From an optimization exercise on the open Yosys and OpenROAD flow, aimed at small area and a short achievable clock period; shortcuts taken in it are not production practice. At most, simulation tests tie the RTL to the original design; equivalence was not proved. For run 4, only the layout was checked, not whether the RTL still works. Power and IR drop assume default switching activity.

<file path="flow/design.v">
module Main(input clk, input reset,
    output [31:0] io_pc,
    input  [31:0] io_inst,
    output [1023:0] io_debug_regs,
    output [31:0] io_debug_if_inst,
    output [31:0] io_debug_id_inst,
    output [31:0] io_debug_exe_inst,
    output [31:0] io_debug_mem_inst,
    output [31:0] io_debug_wb_inst
);
  reg  [31:0] pc_r, inst_r;
  reg         brt_r;
  reg  [31:0] ifo_r;              
  reg  [31:0] a_r, b_r;           
  reg  [4:0]  d_dst;
  reg         d_rf_wen, d_lw, d_sw, d_beq, d_bne, d_jmp, d_jr, d_link;
  reg         d_op2, d_immhi;
  reg         d_sub, d_and, d_or, d_xor, d_nor, d_slt, d_sltu, d_lui;
  reg         d_sh, d_shv, d_shl, d_sha;
  reg         fe_a, fm_a, fw_a, fr_a;
  reg         fe_b, fm_b, fw_b, fr_b;
  reg         ye, ym, yw, yr, yi;     
  reg         stall_p;
  reg         r_op2, r_sub, r_add, r_and, r_or, r_xor, r_nor, r_slt, r_sltu;
  reg         r_lui, r_sh, r_link, r_sw;
  reg  [31:0] e_inst, e_res;
  reg  [4:0]  e_dst, e_addr;
  reg         e_rf_wen, e_mem_ren, e_mem_wen;
  reg  [31:0] m_inst, m_out;
  reg  [4:0]  m_dst, m_addr;
  reg         m_rf_wen, m_mem_ren, m_mem_wen;
  reg  [31:0] w_inst, w_out;
  reg  [4:0]  w_dst;
  reg         w_rf_wen, w_mem_ren;
  reg  [31:0] x_inst;
  reg  [1023:32] rfv;
  reg  [1023:0]  dmv;
  wire [1023:0]  rf_all = {rfv, 32'h0};
  function [31:0] rd32(input [1023:0] v, input [4:0] a);
    integer k;
    begin
      rd32 = 32'h0;
      for (k = 0; k < 32; k = k + 1)
        rd32 = rd32 | (v[k*32 +: 32] & {32{a == k}});
    end
  endfunction
  wire stall = stall_p & ~brt_r;
  wire kill  = stall_p | brt_r;         
  wire go    = ~kill;
  wire [31:0] if_inst = brt_r ? 32'h0 : inst_r;
  wire [31:0] opa = ({32{fe_a}} & e_res) | ({32{fm_a}} & m_out) |
                    ({32{fw_a}} & w_out) | ({32{fr_a}} & a_r);
  wire [31:0] opb = ({32{fe_b}} & e_res) | ({32{fm_b}} & m_out) |
                    ({32{fw_b}} & w_out) | ({32{fr_b}} & b_r);
  wire wz = w_dst == 5'd0;
  wire c_op2 = r_op2;
  wire c_sub = r_sub;
  wire ok    = ~brt_r & ~reset;
  wire [31:0] x = opa;
  wire [31:0] y = ({32{ye}} & e_res) | ({32{ym}} & m_out) |
                  ({32{yw}} & w_out) | ({32{yr}} & b_r) |
                  ({32{yi}} & {{16{d_immhi}}, inst_r[15:0]});
  wire [4:0]  sa = inst_r[10:6];
  wire [31:0] ya = y ^ {32{c_sub}};
  wire [31:0] pp = x ^ ya;
  wire [31:0] gk [0:5];
  wire [31:0] pk [0:5];
  assign gk[0] = (x & ya) | {31'h0, pp[0] & c_sub};
  assign pk[0] = pp;
  genvar kl, kb;
  for (kl = 0; kl < 5; kl = kl + 1) begin : g_ks
    for (kb = 0; kb < 32; kb = kb + 1) begin : g_b
      if (kb >= (1 << kl)) begin : g_c
        assign gk[kl+1][kb] = gk[kl][kb] | (pk[kl][kb] & gk[kl][kb - (1 << kl)]);
        assign pk[kl+1][kb] = pk[kl][kb] & pk[kl][kb - (1 << kl)];
      end else begin : g_p
        assign gk[kl+1][kb] = gk[kl][kb];
        assign pk[kl+1][kb] = pk[kl][kb];
      end
    end
  end
  wire [32:0] cy   = {gk[5], c_sub};       
  wire [31:0] sum  = pp ^ cy[31:0];
  wire        lt_u = ~cy[32];
  wire        lt_s = (x[31] ^ y[31]) ? x[31] : sum[31];
  wire        sh_var   = d_shv;
  wire        sh_left  = d_shl;
  wire        sh_fill  = d_sha & y[31];
  wire [4:0]  sh_n     = sh_var ? x[4:0] : sa;
  wire [31:0] y_rev, sr_rev, sr;
  genvar ri;
  for (ri = 0; ri < 32; ri = ri + 1) begin : g_rev
    assign y_rev[ri]  = y[31-ri];
    assign sr_rev[ri] = sr[31-ri];
  end
  wire [31:0] sh_in  = sh_left ? y_rev : y;
  wire [63:0] sh_ext = {{32{sh_fill}}, sh_in} >> sh_n;
  assign sr = sh_ext[31:0];
  wire        sh_big = sh_var & (|x[31:5]);
  wire [31:0] shv = sh_big ? {32{sh_fill}} : (sh_left ? sr_rev : sr);
  wire nr = ~reset;
  wire [31:0] e_res_d =
      ({32{ok & r_add}}  & sum) |
      ({32{ok & r_and}}  & (x & y)) |
      ({32{ok & r_or}}   & (x | y)) |
      ({32{ok & r_xor}}  & (x ^ y)) |
      ({32{ok & r_nor}}  & ~(x | y)) |
      ({32{ok & r_slt}}  & {31'h0, lt_s}) |
      ({32{ok & r_sltu}} & {31'h0, lt_u}) |
      ({32{ok & r_sh}}   & shv) |
      ({32{ok & r_lui}}  & {y[15:0], 16'h0}) |
      ({32{ok & r_link}} & pc_r) |
      ({32{ok & r_sw}}   & opb) |
      ({32{nr & brt_r & wz}} & {w_out[30:0], 1'b0});
  wire [4:0] e_addr_d = sum[6:2];
  wire equ = opa == opb;
  wire brt = go & (d_jmp | d_jr | (d_beq & equ) | (d_bne & ~equ));
  wire [31:0] pc_plus4 = pc_r + 32'd4;
  wire [31:0] bpc = pc_r + {{14{inst_r[15]}}, inst_r[15:0], 2'b00};
  wire [31:0] jpc = {pc_r[31:28], inst_r[25:0], 2'b00};
  wire [31:0] tgt = (d_beq | d_bne) ? bpc : d_jmp ? jpc : opa;
  wire [31:0] next_pc = brt ? tgt : pc_plus4;
  wire [4:0] dst_now = go ? d_dst : 5'd0;
  wire [31:0] n = io_inst;
  wire [4:0]  n_rs = n[25:21], n_rt = n[20:16], n_rd = n[15:11];
  wire [5:0]  n_op = n[31:26], n_fn = n[5:0];
  wire n_r = n_op == 6'h00;
  wire n_nz = n != 32'h0;
  wire n_add  = n_r & n_fn == 6'h20, n_subi = n_r & n_fn == 6'h22;
  wire n_addu = n_r & n_fn == 6'h21, n_subu = n_r & n_fn == 6'h23;
  wire n_and  = n_r & n_fn == 6'h24, n_or   = n_r & n_fn == 6'h25;
  wire n_nor  = n_r & n_fn == 6'h27, n_xor  = n_r & n_fn == 6'h26;
  wire n_slt  = n_r & n_fn == 6'h2a, n_sltu = n_r & n_fn == 6'h2b;
  wire n_sll  = n_r & n_fn == 6'h00 & n_nz;
  wire n_srl  = n_r & n_fn == 6'h02, n_sra  = n_r & n_fn == 6'h03;
  wire n_sllv = n_r & n_fn == 6'h04, n_srlv = n_r & n_fn == 6'h06;
  wire n_srav = n_r & n_fn == 6'h07;
  wire n_jr   = n_r & n_fn == 6'h08, n_jalr = n_r & n_fn == 6'h09;
  wire n_addi = n_op == 6'h08, n_andi = n_op == 6'h0c, n_ori  = n_op == 6'h0d;
  wire n_xori = n_op == 6'h0e, n_slti = n_op == 6'h0a, n_sltiu = n_op == 6'h0b;
  wire n_addiu = n_op == 6'h09, n_lw = n_op == 6'h23, n_sw = n_op == 6'h2b;
  wire n_beq  = n_op == 6'h04, n_bne = n_op == 6'h05, n_lui = n_op == 6'h0f;
  wire n_j    = n_op == 6'h02, n_jal = n_op == 6'h03;
  wire n_ralu = n_add | n_subi | n_addu | n_subu | n_and | n_or | n_nor | n_xor |
                n_slt | n_sltu | n_sll | n_srl | n_sra | n_sllv | n_srlv | n_srav;
  wire n_ialu = n_addi | n_andi | n_ori | n_xori | n_slti | n_sltiu | n_addiu;
  wire n_sext = n_addi | n_slti | n_sltiu | n_lw | n_sw | n_beq | n_bne;
  wire [4:0] n_dst = (n_jalr | n_jal) ? 5'd31 :
                     (n_ialu | n_lw | n_beq | n_bne | n_lui) ? n_rt :
                     n_ralu ? n_rd : 5'd0;
  wire [4:0]  rs_h = inst_r[25:21], rt_h = inst_r[20:16];
  wire [4:0]  rs_x = stall ? rs_h : n_rs;
  wire [4:0]  rt_x = stall ? rt_h : n_rt;
  wire        snp_a = w_rf_wen & (w_dst == rs_x) & (rs_x != 5'd0);
  wire        snp_b = w_rf_wen & (w_dst == rt_x) & (rt_x != 5'd0);
  wire [31:0] pre_a = snp_a ? w_out : rd32(rf_all, rs_x);
  wire [31:0] pre_b = snp_b ? w_out : rd32(rf_all, rt_x);
  wire fe_a_n = (rs_x != 5'd0) & (rs_x == dst_now);
  wire fm_a_n = (rs_x != 5'd0) & (rs_x == e_dst) & ~fe_a_n;
  wire fw_a_n = (rs_x == m_dst) & ~fe_a_n & ~fm_a_n;
  wire fr_a_n = ~(fe_a_n | fm_a_n | fw_a_n);
  wire fe_b_n = (rt_x != 5'd0) & (rt_x == dst_now);
  wire fm_b_n = (rt_x != 5'd0) & (rt_x == e_dst) & ~fe_b_n;
  wire fw_b_n = (rt_x == m_dst) & ~fe_b_n & ~fm_b_n;
  wire fr_b_n = ~(fe_b_n | fm_b_n | fw_b_n);
  wire stall_n = go & d_lw & (d_dst != 5'd0) & (n_op != 6'h2b) &
                 ((n_rs == d_dst) | (n_rt == d_dst));
  wire x_op2  = n_ialu | n_lw | n_sw | n_beq | n_bne | n_lui;
  wire x_sub  = n_subi | n_subu | n_slt | n_slti | n_sltu | n_sltiu;
  wire x_and  = n_and | n_andi | n_bne;
  wire x_or   = n_or | n_ori, x_xor = n_xor | n_xori, x_nor = n_nor;
  wire x_slt  = n_slt | n_slti, x_sltu = n_sltu | n_sltiu, x_lui = n_lui;
  wire x_sh   = n_sll | n_srl | n_sra | n_sllv | n_srlv | n_srav;
  wire x_link = n_jal | n_jalr, x_sw = n_sw;
  wire q_op2  = stall ? d_op2 : x_op2;
  wire q_sub  = stall ? (d_sub | d_slt | d_sltu) : x_sub;
  wire q_and  = stall ? d_and : x_and;
  wire q_or   = stall ? d_or : x_or;
  wire q_xor  = stall ? d_xor : x_xor;
  wire q_nor  = stall ? d_nor : x_nor;
  wire q_slt  = stall ? d_slt : x_slt;
  wire q_sltu = stall ? d_sltu : x_sltu;
  wire q_lui  = stall ? d_lui : x_lui;
  wire q_sh   = stall ? d_sh : x_sh;
  wire q_link = stall ? d_link : x_link;
  wire q_sw   = stall ? d_sw : x_sw;
  wire q_add  = ~(q_and | q_or | q_xor | q_nor | q_slt | q_sltu | q_lui | q_sh |
                  q_link | q_sw);
  wire ns = ~stall_n;
  wire yi_n = ns & q_op2;
  wire [31:0] st_data = (w_mem_ren && m_inst[20:16] == w_dst) ? w_out : m_out;
  wire [31:0] dm_rd = (m_mem_wen && m_addr == e_addr) ? st_data : rd32(dmv, e_addr);
  wire [31:0] e_out = e_mem_ren ? dm_rd : e_res;
  always @(posedge clk) begin
    e_res <= e_res_d;
    if (reset) begin
      pc_r <= 32'h0; inst_r <= 32'h0; brt_r <= 1'b0; ifo_r <= 32'h0;
      d_dst <= 5'd0; d_rf_wen <= 1'b0; d_lw <= 1'b0; d_sw <= 1'b0;
      d_beq <= 1'b0; d_bne <= 1'b0; d_jmp <= 1'b0; d_jr <= 1'b0; d_link <= 1'b0;
      d_op2 <= 1'b0; d_immhi <= 1'b0;
      d_sub <= 1'b0; d_and <= 1'b0; d_or <= 1'b0; d_xor <= 1'b0; d_nor <= 1'b0;
      d_slt <= 1'b0; d_sltu <= 1'b0; d_lui <= 1'b0;
      d_sh <= 1'b0; d_shv <= 1'b0; d_shl <= 1'b0; d_sha <= 1'b0;
      fe_a <= 1'b0; fm_a <= 1'b0; fw_a <= 1'b1; fr_a <= 1'b0;
      fe_b <= 1'b0; fm_b <= 1'b0; fw_b <= 1'b1; fr_b <= 1'b0;
      ye <= 1'b0; ym <= 1'b0; yw <= 1'b1; yr <= 1'b0; yi <= 1'b0;
      stall_p <= 1'b0;
      r_op2 <= 1'b0; r_sub <= 1'b0; r_add <= 1'b1; r_and <= 1'b0; r_or <= 1'b0;
      r_xor <= 1'b0; r_nor <= 1'b0; r_slt <= 1'b0; r_sltu <= 1'b0; r_lui <= 1'b0;
      r_sh <= 1'b0; r_link <= 1'b0; r_sw <= 1'b0;
      e_inst <= 32'h0; e_addr <= 5'd0; e_dst <= 5'd0;
      e_rf_wen <= 1'b0; e_mem_ren <= 1'b0; e_mem_wen <= 1'b0;
      m_inst <= 32'h0; m_out <= 32'h0; m_dst <= 5'd0; m_addr <= 5'd0;
      m_rf_wen <= 1'b0; m_mem_ren <= 1'b0; m_mem_wen <= 1'b0;
      w_inst <= 32'h0; w_out <= 32'h0; w_dst <= 5'd0;
      w_rf_wen <= 1'b0; w_mem_ren <= 1'b0;
      x_inst <= 32'h0;
    end else begin
      if (!stall) begin
        pc_r <= next_pc;
        inst_r <= n;
        d_dst <= n_dst;
        d_rf_wen <= n_ralu | n_jalr | n_ialu | n_lw | n_lui | n_jal;
        d_lw <= n_lw; d_sw <= n_sw;
        d_beq <= n_beq; d_bne <= n_bne; d_jmp <= n_j | n_jal; d_jr <= n_jr | n_jalr;
        d_link <= n_jal | n_jalr;
        d_op2 <= n_ialu | n_lw | n_sw | n_beq | n_bne | n_lui;
        d_immhi <= n_sext & n[15];
        d_sub <= n_subi | n_subu;
        d_and <= n_and | n_andi | n_bne;
        d_or <= n_or | n_ori; d_xor <= n_xor | n_xori; d_nor <= n_nor;
        d_slt <= n_slt | n_slti; d_sltu <= n_sltu | n_sltiu; d_lui <= n_lui;
        d_sh <= n_sll | n_srl | n_sra | n_sllv | n_srlv | n_srav;
        d_shv <= n_sllv | n_srlv | n_srav;
        d_shl <= n_sll | n_sllv;
        d_sha <= n_sra | n_srav;
      end
      brt_r <= brt;
      ifo_r <= brt ? 32'h0 : stall ? inst_r : n;
      fe_a <= fe_a_n; fm_a <= fm_a_n; fw_a <= fw_a_n; fr_a <= fr_a_n;
      fe_b <= fe_b_n; fm_b <= fm_b_n; fw_b <= fw_b_n; fr_b <= fr_b_n;
      ye <= fe_b_n & ~yi_n; ym <= fm_b_n & ~yi_n; yw <= fw_b_n & ~yi_n;
      yr <= fr_b_n & ~yi_n; yi <= yi_n;
      stall_p <= stall_n;
      r_op2 <= ns & q_op2; r_sub <= ns & q_sub; r_add <= ~ns | q_add;
      r_and <= ns & q_and; r_or <= ns & q_or; r_xor <= ns & q_xor; r_nor <= ns & q_nor;
      r_slt <= ns & q_slt; r_sltu <= ns & q_sltu; r_lui <= ns & q_lui; r_sh <= ns & q_sh;
      r_link <= ns & q_link; r_sw <= ns & q_sw;
      e_inst <= go ? inst_r : 32'h0; e_addr <= e_addr_d; e_dst <= dst_now;
      e_rf_wen <= go & d_rf_wen; e_mem_ren <= go & d_lw; e_mem_wen <= go & d_sw;
      m_inst <= e_inst; m_out <= e_out; m_dst <= e_dst; m_addr <= e_addr;
      m_rf_wen <= e_rf_wen; m_mem_ren <= e_mem_ren; m_mem_wen <= e_mem_wen;
      w_inst <= m_inst; w_out <= m_out; w_dst <= m_dst;
      w_rf_wen <= m_rf_wen; w_mem_ren <= m_mem_ren;
      x_inst <= w_inst;
    end
  end
  always @(posedge clk) begin
    a_r <= pre_a;
    b_r <= pre_b;
  end
  wire [31:0] rf_wd = w_out & {32{nr}};
  wire [31:0] dm_wd = st_data & {32{nr}};
  genvar gi;
  generate
    for (gi = 1; gi < 32; gi = gi + 1) begin : g_rf
      wire we = reset | (w_rf_wen & (w_dst == gi));
      always @(posedge clk) if (we) rfv[gi*32 +: 32] <= rf_wd;
    end
    for (gi = 0; gi < 32; gi = gi + 1) begin : g_dm
      wire we = reset | (m_mem_wen & (m_addr == gi));
      wire [31:0] wd = (gi == 5) ? (reset ? 32'h4  : st_data) :
                       (gi == 6) ? (reset ? 32'h10 : st_data) : dm_wd;
      always @(posedge clk) if (we) dmv[gi*32 +: 32] <= wd;
    end
  endgenerate
  assign io_pc = pc_r;
  assign io_debug_regs     = rf_all;
  assign io_debug_if_inst  = ifo_r;
  assign io_debug_id_inst  = e_inst;
  assign io_debug_exe_inst = m_inst;
  assign io_debug_mem_inst = w_inst;
  assign io_debug_wb_inst  = x_inst;
endmodule
</file>
<file path="flow/flow/run.sh">
#!/bin/bash
export BUFFER_PORTS_ARGS="-buffer_cell sky130_fd_sc_hd__buf_1"
bash standard.sh SETUP_SLACK_MARGIN=5.3 finish > standard.log 2>&1
</file>
<file path="flow/standard.sh">
#!/bin/bash
# synth_recipe.tcl (not shown) runs the flow's synth.tcl, then flattens the netlist and writes it again
# the make line also repeats each setting of config.mk as NAME=value (left out here)
make -C /OpenROAD-flow-scripts/flow DESIGN_CONFIG=/design/flow/config.mk WORK_HOME=/design/flow/orfs CLKGATE_MAP_FILE= SYNTH_SCRIPT=/design/flow/synth_recipe.tcl "${@:-finish}"
</file>
<file path="flow/config.mk">
export PLATFORM = sky130hd
export DESIGN_NAME = Main
export DESIGN_NICKNAME = Main
export VERILOG_FILES = /design/flow/design.v
export SDC_FILE = /design/flow/constraint.sdc
export NUM_CORES = 8
export LEC_CHECK = 0
export CAP_MARGIN = 20
export CORE_MARGIN = 2
export CORE_UTILIZATION = 40
export CTS_CLUSTER_DIAMETER = 80
export CTS_CLUSTER_SIZE = 24
export SETUP_SLACK_MARGIN = 5.0
export SLEW_MARGIN = 20
export TNS_END_PERCENT = 10
</file>
<file path="flow/constraint.sdc">
create_clock -name core_clock -period 9.0 [get_ports {clk}]
set_input_delay 1.8000 -clock core_clock [delete_from_list [all_inputs] [get_ports {clk}]]
set_output_delay 1.8000 -clock core_clock [all_outputs]
set_load 0.01 [all_outputs]
</file>
==> results of run 1 <==
-- area by class of cell --
| type | instances | area (um^2) | share of cell area |
|---|---|---|---|
| inverter | 99 | 387 | 0.00305 |
| sequential | 2487 | 70100 | 0.553 |
| antenna | 43 | 108 | 0.000849 |
| multi-input combinational | 4850 | 36700 | 0.290 |
| clock inverter | 71 | 1260 | 0.00997 |
| timing repair buffer | 1796 | 9830 | 0.0776 |
| tap | 3533 | 4420 | 0.0349 |
| clock buffer | 172 | 3930 | 0.0310 |
-- layout by cell type (no fill, tap or decap), drive strengths merged, types with 114 or more instances in the layout --
cell type,instances
a22o,510
a221oi,551
nor2b,195
a21oi,300
o21ai,149
edfxtp,2016
nand4,236
nor3,143
buf,1775
a22oi,583
mux2i,114
nand2,426
nand3,156
ha,125
dfxtp,471
clkbuf,189
inv,132
nor2,509
-- through the flow --
stage | cell area [um^2] | util | power [mW]
global placement | 117000 | 0.441 | 17.5
CTS | 125000 | 0.471 | 25.4
detailed placement | 117000 | 0.441 | 17.5
finish | 127000 | 0.478 | 25.9
floorplan | 107000 | - | 15.2
global route | 127000 | 0.478 | 26.1
-- worst min path at each step --
stage                 endpoint
floorplan            m_mem_wen
global placement     w_mem_ren
detailed placement   w_mem_ren
CTS                 x_inst[28]
global route         w_mem_ren
finish              x_inst[28]
-- cells by family after synthesis --
| logic type | Yosys count | share of synthesized area |
|---|---|---|
| buffers and inverters | 736 | 0.0295 |
| other | 1 | 0.0000352 |
| AO/OA/AOI/OAI | 2468 | 0.180 |
| multiplexers | 163 | 0.0195 |
| XOR/XNOR | 162 | 0.0133 |
| AND/OR/NAND/NOR | 1894 | 0.0867 |
| flip-flops | 2487 | 0.656 |
| adder cells (fa/ha/maj) | 127 | 0.0150 |
-- report_power, final --
| part | switching, mW | internal (mW) |
|---|---|---|
| combinational | 2.69 | 0.961 |
| clock | 4.55 | 3.43 |
| sequential | 1.09 | 13.1 |
-- state kept, by name (all words and copies together), names as in the netlist, 32 cells and up --
register / cells
w_inst: 32
e_res: 32
a_r: 32
inst_r: 32
pc_r: 32
ifo_r: 32
m_out: 32
b_r: 32
x_inst: 32
dmv: 1024
e_inst: 32
w_out: 32
rfv: 992
m_inst: 32
-- per-layer routing --
| layer | wire, um | vias to the layer above |
|---|---|---|
| li1 | - | 35000 |
| met1 | 248000 | 50100 |
| met2 | 299000 | 10500 |
| met3 | 115000 | 2837 |
| met4 | 86100 | 34 |
| met5 | 523 | - |
-- repair_timing --
item                       4_1_cts  5_1_grt
cloned                           9        4
setup buffers                  147       80
pin swaps                      124       58
setup endpoints to repair      444      591
resized for setup              385      201
==> flow_metrics.tcl, run 1 <==
set metrics [dict create \
    num-fill-cells 23600 \
    routabilityCongestion 1.13 \
    min_from "w_inst[28]" \
    synthArstFlopShare 0 \
    top_usage_layer "met2" \
    worstPathMaxFanout 5 \
    grt-ovfl-total 0 \
    clkLatencyLatePin_ns 0.92 \
    timing.final.ws_setup_ns 4.76 \
    reg2reg_depth 18 \
    worst_slew_pin_slew_ns 1.38 \
    outcome "finished clean" \
    grt_pass1_vias 87100 \
    die_x_um 520 \
    rsz0062_at_grt "true" \
    grtUsageTotal 0.534 \
    setup_viol 0 \
    synth_area_leader_cell "edfxtp_1" \
    core_area_um2 265000 \
    worst-path-buf-inv 4 \
    pre_cts_ws_ns 2.85 \
    cp_cell_sequence "buf_12, buf_4, buf_4, nand2_1, nand4_1, inv_2, xnor2_1, ha_2, and3_4, o211ai_1, a2111oi_4, a211oi_4, o211ai_4, and2_4, o22ai_4, o41ai_4, xnor2_2, o211ai_1" \
    syn_inst 8038 \
    ioPinCount 1250 \
    whs_ns 0.449 \
    endpoint "e_res[29]" \
    yosysMostFrequentCell "edfxtp_1" \
    grt_util_met1 0.629 \
    drtIter0Drc 19700 \
    fp.dieH_um 520 \
    dieArea_um2 271000 \
    fin_skew_ns 0.0733 \
    power_density_nw_per_um2 204 \
    finalMaxSlewViolations 0 \
    use_met2 0.739 \
    fin_crit_ns 4.24 \
    syn_avg_cell_area_um2 13.3 \
    critPathLaunchType "register" \
    rows 189 \
    cts_buffer_depth 3 \
    layout-drive-gt1-share 0.153 \
    synth_cell_types 96 \
    synth-main-ff-cell "edfxtp_1" \
    wl_per_cell_um 57.3 \
    hpwl_um 514000 \
    use_met3 0.229 \
    r2r_setup_slack_ns 4.76 \
    synth_edf_count 2016 \
    cts_tree "yes" \
    drc 0 \
    yosysWarnings 1 \
    required_ns 9.78 \
    synth_area_leaders "edfxtp_1 (57%), dfxtp_1 (8.8%), a221oi_1 (4.5%)" \
    slowest_stage "o211ai_4" \
    synthesis.area_um2 107000 \
    peakVddDrop_v 0.000229 \
    cts_buffers 153 \
    synth_top_area_frac 0.568 \
    ys_seq_elements 2487 \
    slew_headroom 0.0796 \
    instances_no_fill 13100 \
    fin_crit_sh 0.471 \
    synth_commonest_cells "edfxtp_1 (2016), a22oi_1 (581), a221oi_1 (543)" \
    path_delay_family "compound AO/OA/AOI/OAI gates" \
    max_freq_mhz 236 \
    routed_wl_um 748000 \
    critical_path.max_stage_delay_ns 0.40 \
    port_buffers 1217 \
    holdPathStages 1 \
    dr.pass1.iters 14 \
    vias_per_cell 7.54 \
    ant_nets 0 \
    antenna_found_initial 75 \
    cts_root_buffer "clkbuf_16" \
    seq_area_frac_synth 0.656 \
    grt_max_degree 84 \
    critPathLaunch "yw" \
    critPathKind "reg -> reg" \
    critPathArrivalTime_ns 5.02 \
    area.growth.synth_to_final_pct 18.8 \
    cts-hold-fix-buffers 0 \
    timing.rr.end "e_res[29]" \
    rr_startpoint "yw" \
    clkTransAtPathRegs_ns 0.10 \
    dp.cells 12500 \
    nNetsFinal 9548 \
    htree_num_levels 4 \
    cp-end-kind "register" \
    fin_tns_setup_ns 0 \
    cts.sinks 2487 \
    start_util 0.402 \
    grt_pass1_wl_um 942000 \
    cp.depth 18 \
    maxCapViolations 0 \
    hold_viol 0 \
    cellLeakagePower_nw 44.0 \
    vias 98500 \
    hold_path_class "reg -> reg" \
]
==> run 2, diff against run 1 <==
==> flow/flow/run.sh (replaced) <==
#!/bin/bash
# The standard layout (the standard.sh, unchanged synthesis), with the
# smallest buffer, sky130_fd_sc_hd__buf_1, on the input and output ports.
# Up to clock tree synthesis the timing repair aims at config.mk's 5 ns of
# setup slack; the repair after global routing aims at 5.8 ns, to leave room
# for what detailed routing loses.  Each run's output goes to its own log.
export BUFFER_PORTS_ARGS="-buffer_cell sky130_fd_sc_hd__buf_1"
bash standard.sh cts > standard_cts.log 2>&1
bash standard.sh SETUP_SLACK_MARGIN=5.8 finish > standard_finish.log 2>&1
==> run 2 against run 1 <==
  * Die area stayed put
  * Clock power down 1%
  * Hold slack got worse by 0.016 ns
  * Maximum frequency rose by 3.5%
  * Critical path type unchanged
  * Sequential share of layout area shrank 3.2 points
  * Via count is 4.7% higher
  * Largest power group unchanged
==> flow_metrics.tcl, run 2 <==
set metrics [dict create \
    finalMaxSlewViolations 0 \
    rsz0062_at_grt "true" \
    rows 189 \
    cts.sinks 2487 \
    routabilityCongestion 1.11 \
    critPathLaunchType "register" \
    hold_viol 0 \
    dr.pass1.iters 15 \
    drc 0 \
    path_delay_family "compound AO/OA/AOI/OAI gates" \
    fp.dieH_um 520 \
    dieArea_um2 271000 \
    maxCapViolations 0 \
    ys_seq_elements 2487 \
    synthAdderAreaFrac 0.0150 \
    fin_skew_ns 0.106 \
    synth_edf_count 2016 \
    synthArstFlopShare 0 \
    max_freq_mhz 244 \
    layout_commonest_cell "edfxtp_1" \
    outcome "finished clean" \
    synth_commonest_cells "edfxtp_1 (2016), a22oi_1 (581), a221oi_1 (543)" \
    clkLatencyLatePin_ns 0.92 \
    synth_top_area_frac 0.568 \
    synth_xor_xnor_area_share 0.0133 \
    worst_slew_pin_slew_ns 1.21 \
    fin_tns_setup_ns 0 \
    ioPinCount 1250 \
    cp-end-kind "register" \
    layout-drive-gt1-share 0.219 \
    worstPathMaxFanout 10 \
    hpwl_um 510000 \
    placed_cell_area_um2 117000 \
    critPathKind "reg -> reg" \
    reg_top3 "dmv x1024, rfv x992" \
    cts_tree "yes" \
    setup_viol 0 \
    slowest_stage "o211ai_1" \
    vias 103000 \
    largest_reg_flops 1024 \
    grtUsageTotal 0.533 \
    nNetsFinal 9932 \
    synthesis.area_um2 107000 \
    yosysWarnings 1 \
    slew_headroom 0.189 \
    clkTransAtPathRegs_ns 0.10 \
    cts_buffer_depth 3 \
    critical_path.max_stage_delay_ns 0.61 \
    port_buffers 1217 \
    ant_nets 0 \
    core_area_um2 265000 \
    synth_area_leaders "edfxtp_1 (57%), dfxtp_1 (8.8%), a221oi_1 (4.5%)" \
    yosysMostFrequentCell "edfxtp_1" \
    seq_area_frac_synth 0.656 \
    synth_area_leader_cell "edfxtp_1" \
    cts_root_buffer "clkbuf_16" \
    power_mw 26.1 \
    design_area_um2 135000 \
    grt-ovfl-total 0 \
    synthSimpleGateAreaFrac 0.0867 \
    antenna_found_initial 80 \
    grt_pass1_wl_um 940000 \
    start_util 0.402 \
    syn_inst 8038 \
    worst-path-buf-inv 2 \
    synth_compound_area_frac 0.180 \
    wl_per_cell_um 57.9 \
    grt_pass1_vias 86500 \
    hold_path_class "reg -> reg" \
    cellLeakagePower_nw 47.4 \
    synth_cell_types 96 \
    peakVddDrop_v 0.000235 \
    cp_cell_sequence "buf_12, a22oi_1, nand4_1, inv_2, xnor2_2, ha_4, and3_1, o211ai_1, a2111oi_4, a211oi_4, o211ai_4, and2_4, o22ai_4, xor2_2, o211ai_1" \
    fin_crit_sh 0.455 \
    required_ns 9.71 \
    synth_top_family_by_area "compound AO/OA/AOI/OAI gates" \
    die_x_um 520 \
    critPathArrivalTime_ns 4.81 \
    final_cell_mix "edfxtp_1 (2016), buf_1 (1176), buf_4 (618)" \
    drtIter0Drc 22000 \
    path_common_cell "o211ai_1" \
    vias_per_cell 7.67 \
    htree_num_levels 4 \
    synth-main-ff-cell "edfxtp_1" \
    fin_crit_ns 4.10 \
    routed_wl_um 778000 \
    cts_buffers 148 \
    regMostFlops "dmv" \
    grt_max_degree 118 \
    yosys-mux-area-fraction 0.0195 \
    area.growth.synth_to_final_pct 26.3 \
    syn_avg_cell_area_um2 13.3 \
    num-fill-cells 22800 \
    power_density_nw_per_um2 194 \
]
[run 2: cell counts after synthesis]
Identical to the previous run, type by type.
[run 2: kinds of logic (layout without fill, tap and decap cells)]
group | after synthesis | in the layout
AO/OA/AOI/OAI | 2468 | 2469
XOR/XNOR | 162 | 162
adder cells (fa/ha/maj) | 127 | 127
buffers and inverters | 736 | 2515
flip-flops | 2487 | 2487
multiplexers | 163 | 163
other | 1 | 74
AND/OR/NAND/NOR | 1894 | 1905
[run 2: worst paths after layout]
kind         cells past startpoint    endpoint  slack, ns       start
max                             15   e_res[21]       4.90          ye
min                              1  w_inst[29]       0.43  m_inst[29]
max reg2reg                     15   e_res[21]       4.90          ye
min reg2reg                      1  w_inst[29]       0.43  m_inst[29]
[run 2: final cells by class]
cell class	instances	area, um^2	share of cell area
Multi-Input combinational cell	4858	39000	0.290
Inverter	99	413	0.00307
Clock inverter	67	1270	0.00947
Tap cell	3533	4420	0.0328
Timing Repair Buffer	2177	15500	0.115
Clock buffer	172	3800	0.0282
Antenna cell	42	105	0.000781
Sequential cell	2487	70100	0.521
[run 2: worst reg2reg max path, cell delays in order (launching register included)]
cell       delay [ns]
dfxtp_4          0.36
buf_12           0.16
a22oi_1          0.30
nand4_1          0.24
inv_2            0.15
xnor2_2          0.14
ha_4             0.36
and3_1           0.18
o211ai_1         0.15
a2111oi_4        0.30
a211oi_4         0.10
o211ai_4         0.35
and2_4           0.25
o22ai_4          0.09
xor2_2           0.17
o211ai_1         0.62
[run 2: power by group]
| group | total (mW) | internal [mW] | switching (mW) |
|---|---|---|---|
| registers | 14.3 | 13.1 | 1.17 |
| logic | 3.93 | 1.15 | 2.78 |
| clock network | 7.88 | 3.41 | 4.47 |
| total | 26.1 | 17.7 | 8.42 |
[run 2: layer usage]
metal | up-vias | global-route usage | share of wire
met1 | 52200 | 0.647 | 0.33
met4 | 68 | 0.442 | 0.11
li1 | 35800 | - | -
met2 | 11700 | 0.736 | 0.39
met3 | 3269 | 0.218 | 0.16
met5 | - | 0.00930 | 0.0026
[run 2: through the flow]
step            util  std cells  hold slack, ns  setup slack, ns
6_report       0.508      13400           0.432             4.90
5_1_grt        0.508      13400           0.438             4.93
4_1_cts        0.466      12800           0.432             4.85
3_5_place_dp   0.441      12500           0.430             2.95
3_3_place_gp   0.440      12500           0.434             1.87
2_1_floorplan      -       8069           0.414             4.39
[run 2: repair_timing]
action / in CTS / in global routing
endpoints found under the setup margin: 1104 / 4113
buffers inserted: 86 / 486
pin swaps: 74 / 375
resized for setup: 230 / 1297
gates cloned: 6 / 69
hold buffers: 0 / 0
==> run 3, diff against run 2 <==
==> flow/flow/run.sh (replaced) <==
#!/bin/bash
# The standard layout (the standard.sh, unchanged synthesis), with the
# smallest buffer, sky130_fd_sc_hd__buf_1, on the input and output ports.
# Up to clock tree synthesis the timing repair aims at config.mk's 5 ns of
# setup slack; the repair after global routing aims at 5.4 ns, to leave room
# for what detailed routing loses.  Each run's output goes to its own log.
export BUFFER_PORTS_ARGS="-buffer_cell sky130_fd_sc_hd__buf_1"
bash standard.sh cts > standard_cts.log 2>&1
bash standard.sh SETUP_SLACK_MARGIN=5.4 finish > standard_finish.log 2>&1
==> run 3 against run 2 <==
  * Sequential cell count is the same
  * Still clean
  * Sequential share of layout area grew 2.6 points
  * Synthesized area is the same
==> flow_metrics.tcl, run 3 <==
set metrics [dict create \
    grt_pass1_wl_um 940000 \
    dp.cells 12500 \
    hold_viol 0 \
    fin_crit_sh 0.458 \
    maxCapViolations 0 \
    slew_headroom 0.160 \
    htree_num_levels 4 \
    cts_buffer_depth 3 \
    fin_tns_setup_ns 0 \
    cts_root_buffer "clkbuf_16" \
    worst_slew_pin_slew_ns 1.26 \
    wl_per_cell_um 57.4 \
    largest_reg_flops 1024 \
    routabilityCongestion 1.11 \
    path_delay_family "buffers and inverters" \
    required_ns 7.20 \
    cts.sinks 2487 \
    area.growth.synth_to_final_pct 20.3 \
    clkLatencyLatePin_ns 0.92 \
    seq_area_frac_synth 0.656 \
    setup_viol 0 \
    power_density_nw_per_um2 202 \
    cp-end-kind "output port" \
    drtIter0Drc 21500 \
    critical_path.max_stage_delay_ns 0.90 \
    worstPathMaxFanout 3 \
    ioPinCount 1250 \
    cts_buffers 148 \
    fin_skew_ns 0.106 \
    vias 99800 \
    synth_commonest_cells "edfxtp_1 (2016), a22oi_1 (581), a221oi_1 (543)" \
    critPathLaunchType "register" \
    synth_edf_count 2016 \
    vias_per_cell 7.60 \
    synth_top_area_frac 0.568 \
    cts_tree "yes" \
    synthArstFlopShare 0 \
    grt-ovfl-total 0 \
    peakVddDrop_v 0.000230 \
    synth_cell_types 96 \
    max_freq_mhz 243 \
    placed_cell_area_um2 117000 \
    critPathKind "reg -> out" \
    dr.pass1.iters 12 \
    regMostFlops "dmv" \
    die_x_um 520 \
    cp_cell_sequence "buf_1" \
    instances_no_fill 13100 \
    grtUsageTotal 0.533 \
    power_mw 25.9 \
    routed_wl_um 754000 \
    cellLeakagePower_nw 44.6 \
    ant_nets 0 \
    drc 0 \
    fp.dieH_um 520 \
    design_area_um2 128000 \
    layout_commonest_cell "edfxtp_1" \
    yosysMostFrequentCell "edfxtp_1" \
    fin_crit_ns 4.12 \
    core_area_um2 265000 \
    start_util 0.402 \
    whs_ns 0.439 \
    grt_pass1_vias 86500 \
    ys_seq_elements 2487 \
    outcome "finished clean" \
    yosysWarnings 1 \
    synth_area_leaders "edfxtp_1 (57%), dfxtp_1 (8.8%), a221oi_1 (4.5%)" \
    rsz0062_at_grt "true" \
    antenna_found_initial 82 \
    final_cell_mix "edfxtp_1 (2016), buf_1 (1207), a22oi_1 (555)" \
    hold_path_class "reg -> reg" \
    critPathArrivalTime_ns 2.32 \
    grt_max_degree 118 \
    rows 189 \
    worst-path-buf-inv 1 \
    finalMaxSlewViolations 0 \
    dieArea_um2 271000 \
    syn_inst 8038 \
    hpwl_um 510000 \
    synth-main-ff-cell "edfxtp_1" \
    r2r_setup_slack_ns 4.94 \
    reg_top3 "dmv x1024, rfv x992" \
    slowest_stage "buf_1" \
    syn_avg_cell_area_um2 13.3 \
    synth_area_leader_cell "edfxtp_1" \
    nNetsFinal 9629 \
    synthesis.area_um2 107000 \
    port_buffers 1217 \
    layout-drive-gt1-share 0.165 \
    clkTransAtPathRegs_ns 0.09 \
]
[run 3: cell types whose count changed in the layout (fill, tap and decap cells not counted), sizes merged]
| cell | previous run | this run |
|---|---|---|
| buf | 2124 | 1857 |
| clkbuf | 224 | 193 |
| nand3 | 158 | 155 |
| clkinvlp | 7 | 6 |
| diode | 42 | 41 |
| inv | 123 | 124 |
| nand2 | 427 | 426 |
| nor2 | 512 | 511 |
[run 3: per-layer routing]
layer / track usage / wire length (um)
met1: 0.647 / 256000
met2: 0.736 / 300000
met3: 0.218 / 114000
met4: 0.442 / 83600
met5: 0.00930 / 596
[run 3: what timing repair did]
item                                    in CTS  in global routing
buffers inserted                            86                230
pin swaps                                   74                167
hold buffers                                 0                  0
gates cloned                                 6                 22
endpoints found under the setup margin    1104               1605
gates resized for setup                    230                550
[run 3: layout make-up]
cell class                 instances  area (um^2)
inverter                          99          404
clock buffer                     172         3800
multi-input combinational       4853        37200
timing repair buffer            1879        10900
tap                             3533         4420
fill                           23300       137000
sequential                      2487        70100
clock inverter                    67         1270
antenna                           41          103
[run 3: power breakdown]
part / internal (mW) / leakage, nW / switching (mW)
sequential: 13.1 / 24.7 / 1.16
combinational: 1.01 / 17.5 / 2.68
clock: 3.41 / 2.41 / 4.46
total: 17.6 / 44.6 / 8.31
[run 3: final timing paths]
kind,startpoint,to,cells past startpoint
setup / recovery,rfv[768],io_debug_regs[768],1
hold / removal,w_inst[28],x_inst[28],1
hold reg to reg,w_inst[28],x_inst[28],1
setup reg to reg,ye,e_res[24],15
[run 3: cells by family (layout without fill, tap and decap cells)]
kind of cell / Yosys count / after routing / share of synthesized area
and+or+nand+nor: 1894 / 1900 / 0.0867
DFF: 2487 / 2487 / 0.656
other: 1 / 73 / 0.0000352
buffers and inverters: 736 / 2217 / 0.0295
adders and majority gates: 127 / 127 / 0.0150
AOI/OAI and AO/OA: 2468 / 2469 / 0.180
xor gates and xnor gates: 162 / 162 / 0.0133
muxes: 163 / 163 / 0.0195
[run 3: per-stage QoR]
step	setup WS [ns]	utilization
finish	4.88	0.484
global route	4.93	0.483
floorplan	4.39	-
detailed placement	2.95	0.441
global placement	1.87	0.440
CTS	4.85	0.466
==> run 4, diff against run 3 <==
--- a/flow/design.v
+++ b/flow/design.v
@@ -12,3 +12,3 @@
   reg         brt_r;
-  reg  [31:0] ifo_r;              
+  reg         nbrt_o;             
   reg  [31:0] a_r, b_r;           
@@ -196,3 +196,3 @@
     if (reset) begin
-      pc_r <= 32'h0; inst_r <= 32'h0; brt_r <= 1'b0; ifo_r <= 32'h0;
+      pc_r <= 32'h0; inst_r <= 32'h0; brt_r <= 1'b0; nbrt_o <= 1'b1;
       d_dst <= 5'd0; d_rf_wen <= 1'b0; d_lw <= 1'b0; d_sw <= 1'b0;
@@ -238,3 +238,3 @@
       brt_r <= brt;
-      ifo_r <= brt ? 32'h0 : stall ? inst_r : n;
+      nbrt_o <= ~brt;
       fe_a <= fe_a_n; fm_a <= fm_a_n; fw_a <= fw_a_n; fr_a <= fr_a_n;
@@ -278,3 +278,3 @@
   assign io_debug_regs     = rf_all;
-  assign io_debug_if_inst  = ifo_r;
+  assign io_debug_if_inst  = inst_r & {32{nbrt_o}};
   assign io_debug_id_inst  = e_inst;
==> run 4 against run 3 <==
  * Count of clock-buffer cells in the layout decreased by 7
  * Utilization decreased by 0.076 points
  * Global-route usage increased by 0.78 points
  * Non-clock buffer count decreased by 28
  * Register-to-register slack got worse by 0.10 ns
  * Worst setup slack got worse by 0.036 ns
  * Die area about the same
  * First-iteration DRC count decreased by 1.6%
  * Sequential share of layout area decreased by 0.36 points
  * Critical path type is now reg -> reg
  * Largest power group unchanged
==> flow_metrics.tcl, run 4 <==
set metrics [dict create \
    yosysWarnings 1 \
    synth_cell_types 99 \
    dr.pass1.iters 15 \
    routed_wl_um 766000 \
    setup_viol 0 \
    power_mw 25.8 \
    synth_edf_count 2016 \
    largest_reg_flops 1024 \
    die_x_um 520 \
    syn_inst 8101 \
    grt_pass1_wl_um 952000 \
    layout_commonest_cell "edfxtp_1" \
    max_freq_mhz 240 \
    ant_nets 0 \
    wl_met2_um 300000 \
    final_cell_mix "edfxtp_1 (2016), buf_1 (1206), a22oi_1 (604)" \
    ys_seq_elements 2456 \
    nNetsFinal 9681 \
    area.growth.synth_to_final_pct 20.1 \
    synthesis.area_um2 107000 \
    synth_area_leader_cell "edfxtp_1" \
    htree_num_levels 4 \
    synth-main-ff-cell "edfxtp_1" \
    worst_slew_pin_slew_ns 1.31 \
    finalMaxSlewViolations 0 \
    reg_top3 "dmv x1024, rfv x992" \
    rows 189 \
    synth_commonest_cells "edfxtp_1 (2016), a22oi_1 (641), a22o_1 (525)" \
    critPathArrivalTime_ns 4.91 \
    highest_layer "met5" \
    cp-end-kind "register" \
    whs_ns 0.424 \
    synth_top_area_frac 0.568 \
    rsz0062_at_grt "true" \
    required_ns 9.75 \
    syn_avg_cell_area_um2 13.2 \
    cts_buffer_depth 3 \
    cts.sinks 2456 \
    wl_per_cell_um 58.1 \
    seq_area_frac_synth 0.651 \
    outcome "finished clean" \
    fin_crit_sh 0.462 \
    fin_crit_ns 4.16 \
    drtIter0Drc 21200 \
    fin_skew_ns 0.109 \
    dieArea_um2 271000 \
    fp.dieH_um 520 \
    critPathLaunchType "register" \
    cts_tree "yes" \
    fin_tns_setup_ns 0 \
    port_buffers 1217 \
    r2r_setup_slack_ns 4.84 \
    cts-hold-fix-buffers 0 \
    clkLatencyLatePin_ns 0.92 \
    start_util 0.402 \
    regMostFlops "dmv" \
    core_area_um2 265000 \
    hold_viol 0 \
    routabilityCongestion 1.14 \
    grtUsageTotal 0.540 \
    placed_cell_area_um2 117000 \
    synth_area_leaders "edfxtp_1 (57%), dfxtp_1 (8.3%), a22oi_1 (4.5%)" \
    drc 0 \
    hold_path_class "reg -> reg" \
    vias 101000 \
    yosysMostFrequentCell "edfxtp_1" \
    worstPathMaxFanout 8 \
    grt_pass1_vias 87100 \
    slew_headroom 0.123 \
    power_density_nw_per_um2 202 \
    ioPinCount 1250 \
    critPathKind "reg -> reg" \
    grt-ovfl-total 0 \
    dr_wl_met3_um 122000 \
    cts_root_buffer "clkbuf_16" \
    wl_met1_um 256000 \
    grt_max_degree 182 \
    vias_per_cell 7.64 \
    final_util 0.483 \
    synthArstFlopShare 0 \
    design_area_um2 128000 \
    peakVddDrop_v 0.000242 \
    maxCapViolations 0 \
    clkTransAtPathRegs_ns 0.10 \
    cts_buffers 151 \
    antenna_found_initial 86 \
    layout-drive-gt1-share 0.162 \
    hpwl_um 518000 \
    cellLeakagePower_nw 44.1 \
]
-- run 4: repair_timing --
action,4_1_cts,5_1_grt
cloned,1,21
resized for setup,228,585
buffers inserted,92,196
endpoints found under the setup margin,1196,2594
pin swaps,60,158
-- run 4: metal layers --
metal / GRT usage / vias to the layer above
met1: 0.637 / 51000
met5: 0.0135 / -
li1: - / 35500
met4: 0.451 / 58
met3: 0.255 / 3198
met2: 0.741 / 10900
-- run 4: cells by family after synthesis --
group,after synthesis,synth area share
simple gates,1989,0.0926
compound gates,2551,0.186
other cells,1,0.0000352
mux,137,0.0171
flops,2456,0.651
xor+xnor,122,0.0100
fa+ha+maj,127,0.0151
buf+inv,718,0.0287
-- run 4: power breakdown --
| group | leakage, nW | internal (mW) | switching [mW] |
|---|---|---|---|
| combinational | 17.2 | 1.03 | 2.71 |
| sequential | 24.4 | 13.0 | 1.23 |
| clock | 2.43 | 3.42 | 4.42 |
-- run 4: layout make-up --
cell class	instances	area (um^2)
Fill cell	23500	137000
Timing Repair Buffer	1851	10700
Sequential cell	2456	69500
Inverter	99	397
Multi-Input combinational cell	4961	37700
Tap cell	3533	4420
Clock buffer	165	3850
Antenna cell	47	118
Clock inverter	69	1280
-- run 4: metrics by stage --
stage	setup slack (ns)	std cells
detailed placement	3.07	12600
floorplan	4.66	8132
CTS	4.90	12900
finish	4.84	13200
global route	4.95	13100
global placement	2.60	12600
-- run 4: final timing paths --
path	to	cells after the start	from
worst max-delay path	e_res[26]	12	w_out[8]
worst min-delay path	m_rf_wen	1	e_rf_wen
worst max register to register	e_res[26]	12	w_out[8]
worst min register to register	m_rf_wen	1	e_rf_wen
-- run 4: critical path: stages (launching register included) --
cell	delay, ns
dfxtp_2	0.72
a22o_1	0.33
or2_1	0.47
ha_2	0.38
nand3_2	0.09
a21oi_2	0.15
nor2_2	0.07
or3_4	0.36
a311o_1	0.37
nand2b_1	0.14
nand3_2	0.11
mux2_4	0.38
o211ai_1	0.46
==> run 5, diff against run 4 <==
--- a/flow/design.v
+++ b/flow/design.v
@@ -12,3 +12,3 @@
   reg         brt_r;
-  reg         nbrt_o;             
+  reg  [31:0] ifo_r;              
   reg  [31:0] a_r, b_r;           
@@ -196,3 +196,3 @@
     if (reset) begin
-      pc_r <= 32'h0; inst_r <= 32'h0; brt_r <= 1'b0; nbrt_o <= 1'b1;
+      pc_r <= 32'h0; inst_r <= 32'h0; brt_r <= 1'b0; ifo_r <= 32'h0;
       d_dst <= 5'd0; d_rf_wen <= 1'b0; d_lw <= 1'b0; d_sw <= 1'b0;
@@ -238,3 +238,3 @@
       brt_r <= brt;
-      nbrt_o <= ~brt;
+      ifo_r <= brt ? 32'h0 : stall ? inst_r : n;
       fe_a <= fe_a_n; fm_a <= fm_a_n; fw_a <= fw_a_n; fr_a <= fr_a_n;
@@ -278,3 +278,3 @@
   assign io_debug_regs     = rf_all;
-  assign io_debug_if_inst  = inst_r & {32{nbrt_o}};
+  assign io_debug_if_inst  = ifo_r;
   assign io_debug_id_inst  = e_inst;
==> flow/flow/run.sh (replaced) <==
#!/bin/bash
# The standard layout (the standard.sh, unchanged synthesis), with the
# smallest buffer, sky130_fd_sc_hd__buf_1, on the input and output ports.
# Up to clock tree synthesis the timing repair aims at config.mk's 5 ns of
# setup slack; the repair after global routing aims at 5.2 ns, to leave room
# for what detailed routing loses.  Each run's output goes to its own log.
export BUFFER_PORTS_ARGS="-buffer_cell sky130_fd_sc_hd__buf_1"
bash standard.sh cts > standard_cts.log 2>&1
bash standard.sh SETUP_SLACK_MARGIN=5.2 finish > standard_finish.log 2>&1
==> run 5 against run 4 <==
  * Maximum frequency increased by 1.1%
  * Critical path depth decreased by 11
  * Clock skew decreased by 0.00052 ns
  * Global-route usage decreased by 0.78 points
  * Power decreased by 0.45%
  * Sequential power about the same
  * Cell area decreased by 1.7%
  * Sequential share of layout area increased by 1.4 points
  * Die area about the same
  * Sequential cell count increased by 31
  * Critical endpoint is now io_debug_regs[768]
  * Largest power group unchanged
  * Highest routed layer unchanged
==> flow_metrics.tcl, run 5 <==
set metrics [dict create \
    outcome "finished clean" \
    die_x_um 520 \
    cts.sinks 2487 \
    final_cell_mix "edfxtp_1 (2016), buf_1 (1207), a22oi_1 (565)" \
    path_delay_family "buffers and inverters" \
    grt_pass1_vias 86500 \
    fp.dieH_um 520 \
    instances_no_fill 13000 \
    fin_crit_sh 0.457 \
    cts_buffers 148 \
    routed_wl_um 749000 \
    vias 99100 \
    fin_skew_ns 0.108 \
    hpwl_um 510000 \
    hold_path_class "reg -> reg" \
    final_util 0.475 \
    cp_cell_sequence "buf_1" \
    grt-ovfl-total 0 \
    synth_area_leaders "edfxtp_1 (57%), dfxtp_1 (8.8%), a221oi_1 (4.5%)" \
    nNetsFinal 9506 \
    synth-main-ff-cell "edfxtp_1" \
    worst_slew_pin_slew_ns 1.26 \
    syn_avg_cell_area_um2 13.3 \
    cts_buffer_depth 3 \
    critPathArrivalTime_ns 2.31 \
    synth_top_area_frac 0.568 \
    max_freq_mhz 243 \
    drtIter0Drc 21500 \
    core_area_um2 265000 \
    critPathKind "reg -> out" \
    grt_pass1_wl_um 940000 \
    ant_nets 0 \
    slowest_stage "buf_1" \
    layout-drive-gt1-share 0.141 \
    ioPinCount 1250 \
    synthesis.area_um2 107000 \
    yosysWarnings 1 \
    start_util 0.402 \
    synthArstFlopShare 0 \
    regArea_um2 70100 \
    setup_viol 0 \
    largest_reg_flops 1024 \
    vias_per_cell 7.61 \
    regMostFlops "dmv" \
    htree_num_levels 4 \
    cts-hold-fix-buffers 0 \
    critical_path.max_stage_delay_ns 0.90 \
    design_area_um2 126000 \
    fin_tns_setup_ns 0 \
    routabilityCongestion 1.11 \
    pre_cts_ws_ns 2.95 \
    area.growth.synth_to_final_pct 18.0 \
    peakVddDrop_v 0.000230 \
    fin_crit_ns 4.11 \
    yosysMostFrequentCell "edfxtp_1" \
    antenna_found_initial 85 \
    placed_cell_area_um2 117000 \
    worstPathMaxFanout 3 \
    dieArea_um2 271000 \
    slew_headroom 0.163 \
    synth_commonest_cells "edfxtp_1 (2016), a22oi_1 (581), a221oi_1 (543)" \
    cp-end-kind "output port" \
    port_buffers 1217 \
    timing.final.ws_setup_ns 4.89 \
    synth_edf_count 2016 \
    num-fill-cells 23500 \
    multi_input_comb_area_um2 36300 \
    cts_tree "yes" \
    layout_commonest_cell "edfxtp_1" \
    syn_inst 8038 \
    hold_viol 0 \
    cellLeakagePower_nw 43.6 \
    required_ns 7.20 \
    dp.cells 12500 \
    seq_area_frac_synth 0.656 \
    grtUsageTotal 0.533 \
    cts_root_buffer "clkbuf_16" \
    reg_top3 "dmv x1024, rfv x992" \
    synth_cell_types 96 \
    ys_seq_elements 2487 \
    critPathLaunchType "register" \
    rsz0062_at_grt "true" \
    drc 0 \
    clkTransAtPathRegs_ns 0.09 \
    dr.pass1.iters 13 \
    maxCapViolations 0 \
    wl_per_cell_um 57.6 \
    grt_max_degree 118 \
    synth_area_leader_cell "edfxtp_1" \
    worst-path-buf-inv 1 \
    rows 189 \
    clkLatencyLatePin_ns 0.92 \
    finalMaxSlewViolations 0 \
    power_density_nw_per_um2 204 \
]
[run 5: through the flow]
step | hold slack (ns) | power, mW
finish | 0.439 | 25.7
global route | 0.444 | 25.9
CTS | 0.432 | 25.2
detailed placement | 0.430 | 17.5
global placement | 0.434 | 17.5
floorplan | 0.414 | 15.2
[run 5: layout make-up]
| class | count | area share |
|---|---|---|
| Sequential cell | 2487 | 0.557 |
| Multi-Input combinational cell | 4852 | 0.288 |
| Timing Repair Buffer | 1757 | 0.0756 |
| Tap cell | 3533 | 0.0351 |
| Clock buffer | 172 | 0.0302 |
| Clock inverter | 67 | 0.0101 |
| Inverter | 99 | 0.00309 |
| Antenna cell | 44 | 0.000875 |
[run 5: path summary, 6_finish.rpt]
kind	startpoint	endpoint	slack, ns	cells after the start
hold reg to reg	w_inst[28]	x_inst[28]	0.44	1
setup reg to reg	b_r[12]	e_res[21]	4.89	14
setup / recovery	rfv[768]	io_debug_regs[768]	4.89	1
hold / removal	w_inst[28]	x_inst[28]	0.44	1
[run 5: timing repair]
item | 4_1_cts | 5_1_grt
pin swaps | 74 | 82
endpoints found under the hold margin | 0 | 0
resized for setup | 230 | 266
endpoints found under the setup margin | 1104 | 579
cloned | 6 | 8
setup buffers | 86 | 121
[run 5: kinds of logic (layout without fill, tap and decap cells)]
family,count (synthesis),after routing,share of synthesized area
adders and majority gates,127,127,0.0150
AOI/OAI and AO/OA,2468,2469,0.180
buffers and inverters,736,2095,0.0295
DFF,2487,2487,0.656
other,1,76,0.0000352
xor gates and xnor gates,162,162,0.0133
and+or+nand+nor,1894,1899,0.0867
muxes,163,163,0.0195
[run 5: report_power, final]
| part | total (mW) | leakage (nW) | switching [mW] | internal [mW] |
|---|---|---|---|---|
| registers | 14.3 | 24.7 | 1.16 | 13.1 |
| logic | 3.54 | 16.5 | 2.62 | 0.921 |
| clock network | 7.87 | 2.41 | 4.46 | 3.41 |
[run 5: metal layers]
metal | vias up | GRT usage | wire length (um)
li1 | 34900 | - | -
met1 | 50600 | 0.647 | 255000
met2 | 10800 | 0.736 | 300000
met3 | 2789 | 0.218 | 112000
met4 | 32 | 0.442 | 81800
met5 | - | 0.00930 | 681
==> run 6, diff against run 5 <==
==> flow/flow/run.sh (replaced) <==
#!/bin/bash
# The standard layout (the standard.sh, unchanged synthesis), with the
# smallest buffer, sky130_fd_sc_hd__buf_1, on the input and output ports.
# Up to clock tree synthesis the timing repair aims at 5.3 ns of
# setup slack; the repair after global routing aims at 5.6 ns, to leave room
# for what detailed routing loses.  Each run's output goes to its own log.
export BUFFER_PORTS_ARGS="-buffer_cell sky130_fd_sc_hd__buf_1"
bash standard.sh SETUP_SLACK_MARGIN=5.3 cts > standard_cts.log 2>&1
bash standard.sh SETUP_SLACK_MARGIN=5.6 finish > standard_finish.log 2>&1
==> run 6 against run 5 <==
  * Highest routed layer unchanged
  * First-iteration DRC count shrank 3.8%
  * Still clean on timing, DRC and antenna
  * Power up 1.7%
  * Cell area increased by 5.6%
==> flow_metrics.tcl, run 6 <==
set metrics [dict create \
    critPathLaunchType "register" \
    largest_reg_flops 1024 \
    worstPathMaxFanout 5 \
    syn_avg_cell_area_um2 13.3 \
    internal-power_mw 17.7 \
    die_x_um 520 \
    hpwl_um 514000 \
    worst_slew_pin_slew_ns 1.38 \
    regArea_um2 70100 \
    grt_pass1_wl_um 942000 \
    grt_max_degree 84 \
    cp_cell_sequence "buf_12, buf_4, buf_4, nand2_1, nand4_1, inv_2, xnor2_1, ha_2, buf_4, o21ai_1, o21ai_4, nand4_1, a41oi_2, buf_6, buf_12, a21oi_4, o21ai_2, o22ai_1, a211oi_2, o221ai_2" \
    vias 101000 \
    synth-main-ff-cell "edfxtp_1" \
    critPathKind "reg -> reg" \
    clkLatencyLatePin_ns 0.92 \
    dieArea_um2 271000 \
    placed_cell_area_um2 117000 \
    fp.dieH_um 520 \
    synthesis.area_um2 107000 \
    max_freq_mhz 237 \
    grtUsageTotal 0.534 \
    grt_pass1_vias 87100 \
    regMostFlops "dmv" \
    fin_crit_ns 4.22 \
    synthSimpleGateAreaFrac 0.0867 \
    whs_ns 0.446 \
    num-fill-cells 23100 \
    clkTransAtPathRegs_ns 0.09 \
    comb_power_share 0.152 \
    cp-end-kind "register" \
    design_area_um2 133000 \
    dr.pass1.iters 23 \
    pre_cts_ws_ns 2.85 \
    fin_crit_sh 0.469 \
    port_buffers 1217 \
    slew_headroom 0.0803 \
    final_cell_mix "edfxtp_1 (2016), buf_1 (1134), buf_4 (692)" \
    cts_root_buffer "clkbuf_16" \
    cts_buffer_depth 3 \
    layout_commonest_cell "edfxtp_1" \
    path_common_cell "buf_4" \
    routabilityCongestion 1.13 \
    wl_per_cell_um 57.0 \
    ant_nets 0 \
    seq_area_frac_synth 0.656 \
    drtIter0Drc 20600 \
    synth_xor_xnor_area_share 0.0133 \
    cts.sinks 2487 \
    synth_area_leader_cell "edfxtp_1" \
    maxCapViolations 0 \
    outcome "finished clean" \
    critical_path.max_stage_delay_ns 0.42 \
    nNetsFinal 9900 \
    rows 189 \
    layout-drive-gt1-share 0.212 \
    cts_buffers 153 \
    synth_cell_types 96 \
    antenna_found_initial 69 \
    core_area_um2 265000 \
    cts_tree "yes" \
    power_switching_mw 8.44 \
    synthArstFlopShare 0 \
    timing.final.ws_setup_ns 4.78 \
    synth_commonest_cells "edfxtp_1 (2016), a22oi_1 (581), a221oi_1 (543)" \
    htree_num_levels 4 \
    critPathArrivalTime_ns 4.93 \
    cellLeakagePower_nw 46.9 \
    yosys-mux-area-fraction 0.0195 \
    power_density_nw_per_um2 197 \
    synth_top_family_by_area "compound AO/OA/AOI/OAI gates" \
    multi_input_comb_area_um2 38400 \
    area.growth.synth_to_final_pct 24.7 \
    ioPinCount 1250 \
    reg_top3 "dmv x1024, rfv x992" \
    hold_viol 0 \
    required_ns 9.71 \
    grt-ovfl-total 0 \
    synth_top_area_frac 0.568 \
    synth_edf_count 2016 \
    final_util 0.502 \
    drc 0 \
    finalMaxSlewViolations 0 \
    vias_per_cell 7.53 \
    fin_tns_setup_ns 0 \
    ys_seq_elements 2487 \
    start_util 0.402 \
    fin_skew_ns 0.0707 \
    power_frac_seq 0.543 \
    slowest_stage "a211oi_2" \
    switching_share 0.323 \
    synth_compound_area_frac 0.180 \
    setup_viol 0 \
    yosysMostFrequentCell "edfxtp_1" \
    synth_area_leaders "edfxtp_1 (57%), dfxtp_1 (8.8%), a221oi_1 (4.5%)" \
    hold_path_class "reg -> reg" \
    routed_wl_um 763000 \
    syn_inst 8038 \
    synthAdderAreaFrac 0.0150 \
    rsz0062_at_grt "true" \
    peakVddDrop_v 0.000232 \
    yosysWarnings 1 \
    power_frac_clock 0.305 \
]
==> run 6: cell count changes in the layout (fill, tap and decap cells not counted), moves of 21 or more <==
cell      previous run  this run
a22oi_2             18        39
buf_1             1207      1134
nor3_2              15        39
buf_12              29        89
a22oi_1            565       544
buf_6               49       142
nor3_1             118        90
buf_4              436       692
a221oi_1           526       461
a221oi_2            22        75
a21oi_1            290       261
==> run 6: per-stage QoR <==
stage / cells / power [mW]
final: 13400 / 26.1
after global routing: 13400 / 26.4
after CTS: 12900 / 25.4
after detailed placement: 12500 / 17.5
after global placement: 12500 / 17.5
after floorplan: 8069 / 15.2
==> run 6: cells by family after synthesis <==
logic type	after synthesis
xor gates and xnor gates	162
and+or+nand+nor	1894
muxes	163
DFF	2487
AOI/OAI and AO/OA	2468
other	1
adders and majority gates	127
buffers and inverters	736
==> run 6: cell type report <==
type                       instances  share of cell area
timing repair buffer            2145               0.108
clock inverter                    71             0.00950
multi-input combinational       4853               0.289
inverter                          99             0.00302
antenna                           35            0.000659
tap                             3533              0.0332
sequential                      2487               0.527
clock buffer                     172              0.0296
==> run 6: worst max-delay path: cells and delay by family, from the launching register on <==
kind,cells,cell delay (ns)
AO/OA/AOI/OAI,8,1.58
XOR/XNOR,1,0.08
adder cells (fa/ha/maj),1,0.36
buffers and inverters,7,1.04
flip-flops,1,0.39
AND/OR/NAND/NOR,3,0.60
==> run 6: power by group through the flow <==
stage | registers (mW) | logic, mW | clock network, mW
after global routing | 14.1 | 3.93 | 8.29
final | 14.2 | 3.96 | 7.98
after global placement | 14.3 | 3.16 | 0
after CTS | 14.1 | 3.36 | 7.93
after floorplan | 13.8 | 1.41 | 0
after detailed placement | 14.3 | 3.17 | 0
==> run 6: what timing repair did <==
action	CTS	global route
pin swaps	124	210
endpoints found under the setup margin	444	2421
resized for setup	385	1068
hold buffers	0	0
setup buffers	147	402
cloned	9	34
==> run 6: metal layers <==
| layer | global-route usage | part of all wire | vias to the layer above |
|---|---|---|---|
| met1 | 0.629 | 0.33 | 50900 |
| li1 | - | - | 35700 |
| met4 | 0.469 | 0.12 | 36 |
| met3 | 0.229 | 0.15 | 3080 |
| met5 | 0.0116 | 0.0016 | - |
| met2 | 0.739 | 0.40 | 11200 |
==> run 6: worst paths after layout <==
path / start / to / slack (ns) / cells after the start
worst min register to register: m_mem_ren / w_mem_ren / 0.45 / 1
worst max register to register: yw / e_res[18] / 4.78 / 20
worst min-delay path: m_mem_ren / w_mem_ren / 0.45 / 1
worst max-delay path: yw / e_res[18] / 4.78 / 20
==> run 7, diff against run 6 <==
==> flow/flow/run.sh (replaced) <==
#!/bin/bash
# The standard layout (the standard.sh, unchanged synthesis), with the
# smallest buffer, sky130_fd_sc_hd__buf_1, on the input and output ports.
# Up to clock tree synthesis the timing repair aims at 4.8 ns of
# setup slack; the repair after global routing aims at 5.3 ns, to leave room
# for what detailed routing loses.  Each run's output goes to its own log.
export BUFFER_PORTS_ARGS="-buffer_cell sky130_fd_sc_hd__buf_1"
bash standard.sh SETUP_SLACK_MARGIN=4.8 cts > standard_cts.log 2>&1
bash standard.sh SETUP_SLACK_MARGIN=5.3 finish > standard_finish.log 2>&1
==> run 7 against run 6 <==
  * First-iteration DRC count is 1.8% lower
  * Die area stayed put
  * Via count is 2.4% lower
  * Clock power hardly changed
  * Routed wire length is 1.6% lower
  * Combinational power is 9.6% lower
  * Clock skew is 0.023 ns higher
  * Non-clock buffer count is 351 lower
  * Power is 0.93% lower
  * Maximum frequency is 0.56% lower
  * Utilization is 2.4 points lower
  * Highest routed layer unchanged
==> flow_metrics.tcl, run 7 <==
set metrics [dict create \
    slowest_stage "a222oi_1" \
    port_buffers 1217 \
    reg_top3 "dmv x1024, rfv x992" \
    grt-ovfl-total 0 \
    cp_cell_sequence "buf_12, a222oi_1, nand2_1, buf_8, xor2_1, ha_1, o21a_1, o21a_2, a21o_1, a211oi_4, o211ai_4, a221oi_4, o21ai_4, a31oi_4, xor2_2, o2111ai_2" \
    synthArstFlopShare 0 \
    area.growth.synth_to_final_pct 18.8 \
    worst-path-buf-inv 2 \
    hpwl_um 527000 \
    ant_nets 0 \
    start_util 0.402 \
    yosysWarnings 1 \
    grt_util_met1 0.647 \
    dr.pass1.iters 12 \
    rsz0062_at_grt "true" \
    hold_path_class "reg -> reg" \
    critPathArrivalTime_ns 4.98 \
    fin_tns_setup_ns 0 \
    layout-drive-gt1-share 0.151 \
    vias 98400 \
    fin_crit_sh 0.472 \
    instances_no_fill 13000 \
    critical_path.max_stage_delay_ns 0.50 \
    required_ns 9.74 \
    cts_buffers 161 \
    drc 0 \
    routabilityCongestion 1.12 \
    synth_commonest_cells "edfxtp_1 (2016), a22oi_1 (581), a221oi_1 (543)" \
    core_area_um2 265000 \
    rr_startpoint "yw" \
    peakVddDrop_v 0.000160 \
    power_mw 25.9 \
    vias_per_cell 7.54 \
    dieArea_um2 271000 \
    synth_area_leaders "edfxtp_1 (57%), dfxtp_1 (8.8%), a221oi_1 (4.5%)" \
    pre_cts_ws_ns 2.69 \
    syn_inst 8038 \
    ys_seq_elements 2487 \
    grtUsageTotal 0.531 \
    drtIter0Drc 20300 \
    nNetsFinal 9552 \
    fin_crit_ns 4.25 \
    hold_viol 0 \
    min_from "m_mem_ren" \
    cts-hold-fix-buffers 0 \
    critPathLaunch "yw" \
    cp-end-kind "register" \
    rows 189 \
    cellLeakagePower_nw 43.9 \
    routed_wl_um 751000 \
    syn_avg_cell_area_um2 13.3 \
    layout_commonest_cell "edfxtp_1" \
    synth-main-ff-cell "edfxtp_1" \
    synth_area_leader_cell "edfxtp_1" \
    antenna_found_initial 76 \
    ioPinCount 1250 \
    grt_pass1_vias 86300 \
    regMostFlops "dmv" \
    critPathLaunchType "register" \
    synth_edf_count 2016 \
    synth_cell_types 96 \
    max_freq_mhz 236 \
    use_met2 0.742 \
    timing.rr.end "e_res[0]" \
    seq_area_frac_synth 0.656 \
    placed_cell_area_um2 117000 \
    reg2reg_depth 16 \
    clkTransAtPathRegs_ns 0.08 \
    largest_reg_flops 1024 \
    htree_num_levels 4 \
    fin_skew_ns 0.0942 \
    finalMaxSlewViolations 0 \
    timing.final.ws_setup_ns 4.75 \
    setup_viol 0 \
    maxCapViolations 0 \
    whs_ns 0.444 \
    clkLatencyLatePin_ns 0.93 \
    cts_tree "yes" \
    cts_root_buffer "clkbuf_16" \
    dp.cells 12500 \
    grt_max_degree 97 \
    wl_per_cell_um 57.6 \
    final_cell_mix "edfxtp_1 (2016), buf_1 (1206), a22oi_1 (560)" \
    use_met3 0.199 \
    grt_pass1_wl_um 937000 \
    path_delay_family "compound AO/OA/AOI/OAI gates" \
    worstHoldEndpoint "w_mem_ren" \
    holdPathStages 1 \
    cts_buffer_depth 4 \
    top_usage_layer "met2" \
    outcome "finished clean" \
    power_density_nw_per_um2 204 \
    fp.dieH_um 520 \
    final_util 0.478 \
    design_area_um2 127000 \
    cts.sinks 2487 \
    synth_top_area_frac 0.568 \
    slew_headroom 0.110 \
    r2r_setup_slack_ns 4.75 \
    worstPathMaxFanout 5 \
    die_x_um 520 \
    worst_slew_pin_slew_ns 1.33 \
    synthesis.area_um2 107000 \
    critPathKind "reg -> reg" \
    yosysMostFrequentCell "edfxtp_1" \
]
[run 7: worst max-delay path by stage]
stage / depth (start not counted) / slack, ns / end
finish: 16 / 4.75 / e_res[0]
global route: 16 / 4.67 / e_res[0]
CTS: 12 / 4.67 / a_r[1]
detailed placement: 12 / 2.69 / b_r[29]
global placement: 12 / 2.68 / b_r[22]
floorplan: 3 / 4.39 / rfv[576]
[run 7: logic make-up after synthesis]
group | synth area share
adder cells (fa/ha/maj) | 0.0150
XOR/XNOR | 0.0133
AND/OR/NAND/NOR | 0.0867
other | 0.0000352
multiplexers | 0.0195
AO/OA/AOI/OAI | 0.180
buffers and inverters | 0.0295
flip-flops | 0.656
[run 7: layout make-up]
cell class	instances	area (um^2)
flip-flops and latches	2487	70000
repair buffers	1794	9870
clock buffers	181	4160
well taps	3533	4420
fillers	23400	138000
multi-input cells	4848	36700
diodes	45	113
clock inverters	60	931
inverters	99	392
[run 7: timing repair]
action / in CTS / in global routing
setup buffers: 57 / 181
pin swaps: 42 / 112
gates resized for setup: 124 / 478
setup endpoints to repair: 162 / 927
cloned: 0 / 12
[run 7: report_power, final]
part | leakage [nW] | switching [mW] | total (mW) | internal (mW)
registers | 24.7 | 1.20 | 14.3 | 13.1
clock network | 2.45 | 4.43 | 7.98 | 3.55
logic | 16.8 | 2.61 | 3.58 | 0.970
[run 7: per-layer routing]
layer / part of all wire / up-vias / wire length, um
met3: 0.15 / 2746 / 110000
met5: 0.00054 / - / 402
met4: 0.11 / 28 / 83600
li1: - / 35000 / -
met2: 0.40 / 10700 / 301000
met1: 0.34 / 50000 / 256000

Re-timed with assumed drivers on the ports (clkbuf_16 on the clock, buf_2 on other inputs), run 7 has 4.755 ns of setup slack against 4.755 ns with ideal ports, and 4.039 ns once port delays also move by the mid clock arrival of 1.027 ns.
